This design comes from an exercise in tuning for small area, a short achievable clock period and few clock cycles per item on the open sky130 flow, not from production work.
In this exercise RTL edits were held to simulation tests only and were not proved equivalent to the original.
Power is estimated from default activity; no workload was simulated.

## oak
// sabcm_32x32
module sabcm_32x32 (
    input clk,
    input rst_n,
    input start,
    input signed [31:0] operand_a,
    input signed [31:0] operand_b,
    output reg done,
    output wire signed [63:0] product_out,
    output wire [4:0] op_a_leading_bits,
    output wire [4:0] op_b_leading_bits
);
==> flow/config.mk <==
export PLATFORM = sky130hd
export DESIGN_NAME = sabcm_32x32
export DESIGN_NICKNAME = sabcm_32x32
export VERILOG_FILES = /design/flow/design.v
export SDC_FILE = /design/flow/constraint.sdc
export NUM_CORES = 4
export LEC_CHECK = 0
export ABC_AREA = 1
export CAP_MARGIN = 20
export CORE_MARGIN = 2
export CORE_UTILIZATION = 50
export CTS_BUF_LIST = sky130_fd_sc_hd__clkbuf_4 sky130_fd_sc_hd__clkbuf_8
export SETUP_SLACK_MARGIN = 4.2
export SLEW_MARGIN = 20
export SYNTH_HIERARCHICAL = 1
export SYNTH_MINIMUM_KEEP_SIZE = 0
==> flow/constraint.sdc <==
create_clock -name core_clock -period 10.0 [get_ports {clk}]
set_input_delay 2.0000 -clock core_clock [delete_from_list [all_inputs] [get_ports {clk}]]
set_output_delay 2.0000 -clock core_clock [all_outputs]
set_load 0.01 [all_outputs]
standard.sh (not shown) runs the stock make flow with config.mk's settings and CLKGATE_MAP_FILE= SYNTH_SCRIPT=/design/flow/synth_recipe.tcl, a recipe that flattens the netlist after the stock synthesis.
==> flow/flow/run.sh <==
#!/bin/bash
set -euo pipefail
export BUFFER_PORTS_ARGS="-buffer_cell sky130_fd_sc_hd__buf_2"
bash standard.sh > standard.log 2>&1
Testbench counts of oak, summed over its fixed seeds: cycles 2,408, items 2,400.
Here is what was changed in the inputs of pine compared with oak.
# oak
export LEC_CHECK = 0
export ABC_AREA = 1
export CAP_MARGIN = 20
export CORE_MARGIN = 2
export CORE_UTILIZATION = 50
export CTS_BUF_LIST = sky130_fd_sc_hd__clkbuf_4 sky130_fd_sc_hd__clkbuf_8
export SETUP_SLACK_MARGIN = 4.2
export SLEW_MARGIN = 20
export SYNTH_HIERARCHICAL = 1
export SYNTH_MINIMUM_KEEP_SIZE = 0
create_clock -name core_clock -period 10.0 [get_ports {clk}]
# pine
export LEC_CHECK = 0
export ABC_AREA = 1
export CAP_MARGIN = 20
export CORE_MARGIN = 2
export CORE_UTILIZATION = 55
export SETUP_SLACK_MARGIN = 4.3
export SLEW_MARGIN = 20
export SYNTH_HIERARCHICAL = 1
export SYNTH_MINIMUM_KEEP_SIZE = 0
create_clock -name core_clock -period 10.0 [get_ports {clk}]
### Flow results
- Die area was lower in the run labelled pine.
- pine does better than oak on fmax.
- Compare oak and pine | clock network fraction of design power lower: oak
- The worst hold margin number comes out higher for pine vs oak.
- pine against oak: sequential share of layout area lower; via count of the first global-routing pass higher.
- Looking at post-route minimum period across both flows, pine is the stronger of the two, with oak trailing.
- pine ended with more final design area excluding fillers than oak.
- From oak to pine the numbers moved as follows: share of power burned in combinational logic saw a decrease; combinational gate power saw little to no change.
Inputs modified between pine and birch:
# pine
export LEC_CHECK = 0
export ABC_AREA = 1
export CAP_MARGIN = 20
export CORE_MARGIN = 2
export CORE_UTILIZATION = 55
export SETUP_SLACK_MARGIN = 4.3
export SLEW_MARGIN = 20
export SYNTH_HIERARCHICAL = 1
export SYNTH_MINIMUM_KEEP_SIZE = 0
create_clock -name core_clock -period 10.0 [get_ports {clk}]
# birch
export LEC_CHECK = 0
export ABC_AREA = 1
export CAP_MARGIN = 20
export CORE_MARGIN = 2
export CORE_UTILIZATION = 40
export CTS_BUF_LIST = sky130_fd_sc_hd__clkbuf_4 sky130_fd_sc_hd__clkbuf_8
export PLACE_DENSITY = 0.7
export SETUP_SLACK_MARGIN = 4.45
export SLEW_MARGIN = 20
export SYNTH_HIERARCHICAL = 1
export SYNTH_MINIMUM_KEEP_SIZE = 0
create_clock -name core_clock -period 10.0 [get_ports {clk}]
==> comparison <==
On switching share of power, the lower figure sits with pine, not birch. Row minimum clock period: birch lower / pine higher. Taking pine as the reference, in birch detailed-routed wire length on met2 saw a decrease, cell area higher, total routed wirelength has decreased, proportion of power drawn by the clock network down 1.5 points, non-clock buffer count in the final layout now smaller. Looking at fmax, birch sits above pine.
The following lists how maple was set up differently from birch:
# birch
export LEC_CHECK = 0
export ABC_AREA = 1
export CAP_MARGIN = 20
export CORE_MARGIN = 2
export CORE_UTILIZATION = 40
export CTS_BUF_LIST = sky130_fd_sc_hd__clkbuf_4 sky130_fd_sc_hd__clkbuf_8
export PLACE_DENSITY = 0.7
export SETUP_SLACK_MARGIN = 4.45
export SLEW_MARGIN = 20
export SYNTH_HIERARCHICAL = 1
export SYNTH_MINIMUM_KEEP_SIZE = 0
create_clock -name core_clock -period 10.0 [get_ports {clk}]
# maple
export LEC_CHECK = 0
export ABC_AREA = 1
export CAP_MARGIN = 20
export CORE_MARGIN = 2
export CORE_UTILIZATION = 40
export CTS_BUF_LIST = sky130_fd_sc_hd__clkbuf_4 sky130_fd_sc_hd__clkbuf_8
export PLACE_DENSITY = 0.7
export SETUP_SLACK_MARGIN = 4.3
export SLEW_MARGIN = 20
export SYNTH_HIERARCHICAL = 1
export SYNTH_MINIMUM_KEEP_SIZE = 0
create_clock -name core_clock -period 10.0 [get_ports {clk}]
Notes after the runs:
maple vs. birch: routed wire length lost 5.3%, amount of wire on met2 after detailed routing lost 890 µm.
Against birch, maple comes in 0.0035 ns higher on worst hold slack.
Compared with birch, maple shows a final period demand of the worst path that is 0.10 ns higher.
birch → maple: average cell area after synthesis saw little to no change, combinational power saw a decrease.
Of the two values seen for critical path endpoint, pipe_reg[82] was produced by maple and pipe_reg[58] by birch.
Taking birch as the reference, in maple power consumption fell by 2.1%, non-clock buffer count fell by 16%.
As of maple, number of cells in the finished layout apart from fillers had fallen slightly compared to birch.

* * *

sabcm_32x32, a different RTL version from the one above (not shown whole).
Size in the first run: roughly 2900 cells after synthesis, roughly 120 flip-flops, about 140 I/O pins, roughly 0.027 mm2 of cells after synthesis.
==> flow/config.mk <==
export PLATFORM = sky130hd
export DESIGN_NAME = sabcm_32x32
export DESIGN_NICKNAME = sabcm_32x32
export VERILOG_FILES = /design/flow/design.v
export SDC_FILE = /design/flow/constraint.sdc
export NUM_CORES = 4
export LEC_CHECK = 0
export ABC_AREA = 1
export CAP_MARGIN = 20
export CORE_MARGIN = 2
export CORE_UTILIZATION = 40
export CTS_BUF_LIST = sky130_fd_sc_hd__clkbuf_4 sky130_fd_sc_hd__clkbuf_8
export PLACE_DENSITY = 0.7
export SETUP_SLACK_MARGIN = 4.2
export SLEW_MARGIN = 20
export SYNTH_HIERARCHICAL = 1
export SYNTH_MINIMUM_KEEP_SIZE = 0
==> flow/constraint.sdc <==
create_clock -name core_clock -period 10.0 [get_ports {clk}]
set_input_delay 2.0000 -clock core_clock [delete_from_list [all_inputs] [get_ports {clk}]]
set_output_delay 2.0000 -clock core_clock [all_outputs]
set_load 0.01 [all_outputs]
Scripts as last shown in full above: flow/flow/run.sh
The starting point produced a clean layout.
Testbench counts at the start, summed over its fixed seeds: cycles 2,408, items 2,400.
Edit:
--- a/flow/config.mk
+++ b/flow/config.mk
@@ -14 +14 @@
-export SETUP_SLACK_MARGIN = 4.2
+export SETUP_SLACK_MARGIN = 4.3
After rerunning: Clock power stays flat. Utilization increases by 0.79 points. Global-route usage increases by 0.17 points. Worst hold slack got worse by 4.5 ps. Cell area increases by 1.8%. Non-clock buffer count increases by 27.
Edit:
--- a/flow/config.mk
+++ b/flow/config.mk
@@ -17,0 +18 @@
+export TNS_END_PERCENT = 30
=>
- The changed run went through all stages and came out clean
- critical path depth does not change
- worst setup slack is worse by 55 ps
- sequential share of layout area went up by 0.11 points
- fmax went down slightly
- combinational power hardly moves
- worst hold slack is about the same
- final area went down slightly
- first-iteration DRC count went up by a few percent
- synthesized cell count is unchanged

* * *

Setup of branch raven:
sabcm_32x32, a different RTL version from the one above (not shown whole).
Size: ~2800 cells after synthesis, about 120 flip-flops, ~26000 µm² of cells after synthesis.
clock: 10.0 ns
lec_check: 0
abc_area: 1
cap_margin: 20
core_margin: 2
core_utilization: 40
cts_buf_list: sky130_fd_sc_hd__clkbuf_4 sky130_fd_sc_hd__clkbuf_8
place_density: 0.7
setup_slack_margin: 4.3
slew_margin: 20
synth_hierarchical: 1
synth_minimum_keep_size: 0
tns_end_percent: 30
Scripts as last shown in full above: flow/flow/run.sh
Testbench counts of branch raven, summed over its fixed seeds: cycles 2,408, items 2,400.
What branch lagoon does differently from branch raven at the input level:
Settings: TNS_END_PERCENT changed from 30 to 10.
## What came out
- branch lagoon vs branch raven — wire length dropped slightly
- In the metrics for branch lagoon and branch raven, the one carrying the lower maximum operating frequency is branch lagoon.
- Sequential cell count of the final layout: branch lagoon vs branch raven identical
- Delta (branch lagoon minus branch raven): setup slack decreased by 0.087 ns relative to the old numbers, maximum fanout along the worst path increased by 11 relative to the old numbers, number of cells in the finished layout apart from fillers decreased by 33 relative to the old numbers, critical path depth decreased by 1 relative to the old numbers.
- On area after synthesis, branch raven tracks branch lagoon almost exactly.
- When branch lagoon is measured against branch raven, its design area turns out about 1.7% lower.
- branch raven vs branch lagoon, type of the setup path with the least slack: input pin to primary output vs input pin to flip-flop
- Looking at cell type of the slowest stage on the worst timing path, the or2_4 result is from branch raven; the xnor2_2 one comes from branch lagoon.
- On share of async-settable or async-resettable flops after synthesis, branch lagoon and branch raven are neck and neck.

* * *

sabcm_32x32 again, from the RTL that the note above started with.
// sabcm_32x32
module sabcm_32x32 (
    input clk,
    input rst_n,
    input start,
    input signed [31:0] operand_a,
    input signed [31:0] operand_b,
    output reg done,
    output wire signed [63:0] product_out,
    output wire [4:0] op_a_leading_bits,
    output wire [4:0] op_b_leading_bits
);
Settings: LEC_CHECK=0, ABC_AREA=1, CAP_MARGIN=20, CORE_MARGIN=2, CORE_UTILIZATION=40, CTS_BUF_LIST=sky130_fd_sc_hd__clkbuf_4 sky130_fd_sc_hd__clkbuf_8, PLACE_DENSITY=0.7, SETUP_SLACK_MARGIN=4.4, SLEW_MARGIN=20, SYNTH_HIERARCHICAL=1, SYNTH_MINIMUM_KEEP_SIZE=0, TNS_END_PERCENT=30; clock period 10.0 ns.
Scripts as last shown in full above: flow/flow/run.sh
The first run produced a clean layout.
Testbench counts at the start, summed over its fixed seeds: cycles 2,408, items 2,400.
Then changed:
- SETUP_SLACK_MARGIN: 4.4 -> 4.2
Effect:
- clock-buffer cell count came out lower by 2
- flip-flop and latch count does not change
- first-iteration DRC count decreases by 27%
- die area stays the same
Then changed:
- SETUP_SLACK_MARGIN: 4.2 -> 4.3
- TNS_END_PERCENT: 30 -> not set
After rerunning: The new run produced a clean layout. Die area is unchanged. Via count came out higher by about 1.4%. Cell count goes up by about 1%.

separate check: timing with driven ports:
The flow's constraints put no driver on any port. The routed layouts listed below were extracted and timed again, unchanged, in two steps.
Step 1, drivers: a clkbuf_16 drives clk and a buf_2 each remaining input, both assumed.
Step 2 adds t to the input delays and takes it off the output delays; t is the mean of the earliest and latest rising clock arrival at the registers after step 1. Input paths then give back, and output paths get back, about the clock's delay inside the block.
Three values: ideal ports, drivers, drivers and shift; two values: the first two.
run	t (ns)	setup slack, ns	worst setup path at the end	clock arrival spread, ns	pins driven straight from the clock port
oak	0.625	4.241 / 4.257 / 3.632	input to register	0.017 / 0.017	1
pine	0.554	4.321 / 4.178 / 3.713	input to register	0.010 / 0.009	1
birch	0.613	4.423 / 4.273 / 3.778	input to register	0.020 / 0.020	1
maple	0.613	4.320 / 4.273 / 3.708	input to register	0.015 / 0.015	1
the first run of note 2	0.646	4.243 / 4.220 / 3.630	input to register	0.023 / 0.024	1
the second run of note 2	0.649	4.354 / 4.236 / 3.659	input to register	0.023 / 0.023	1
the third run of note 2	0.649	4.299 / 4.257 / 3.740	input to register	0.023 / 0.023	1
branch raven	0.619	4.340 / 4.247 / 3.746	input to register	0.017 / 0.017	1
branch lagoon	0.618	4.253 / 4.205 / 3.670	input to register	0.016 / 0.016	1
the first run of note 4	0.603	4.329 / 4.296 / 3.696	input to register	0.025 / 0.025	1
the second run of note 4	0.591	4.216 / 4.172 / 3.675	input to register	0.021 / 0.021	1
the third run of note 4	0.603	4.310 / 4.262 / 3.746	input to register	0.025 / 0.025	1
After both steps every run listed still meets setup and hold. The setup slack of the second run of note 2, which loses most, moves by -0.118 ns with the drivers and by -0.695 ns with both steps.
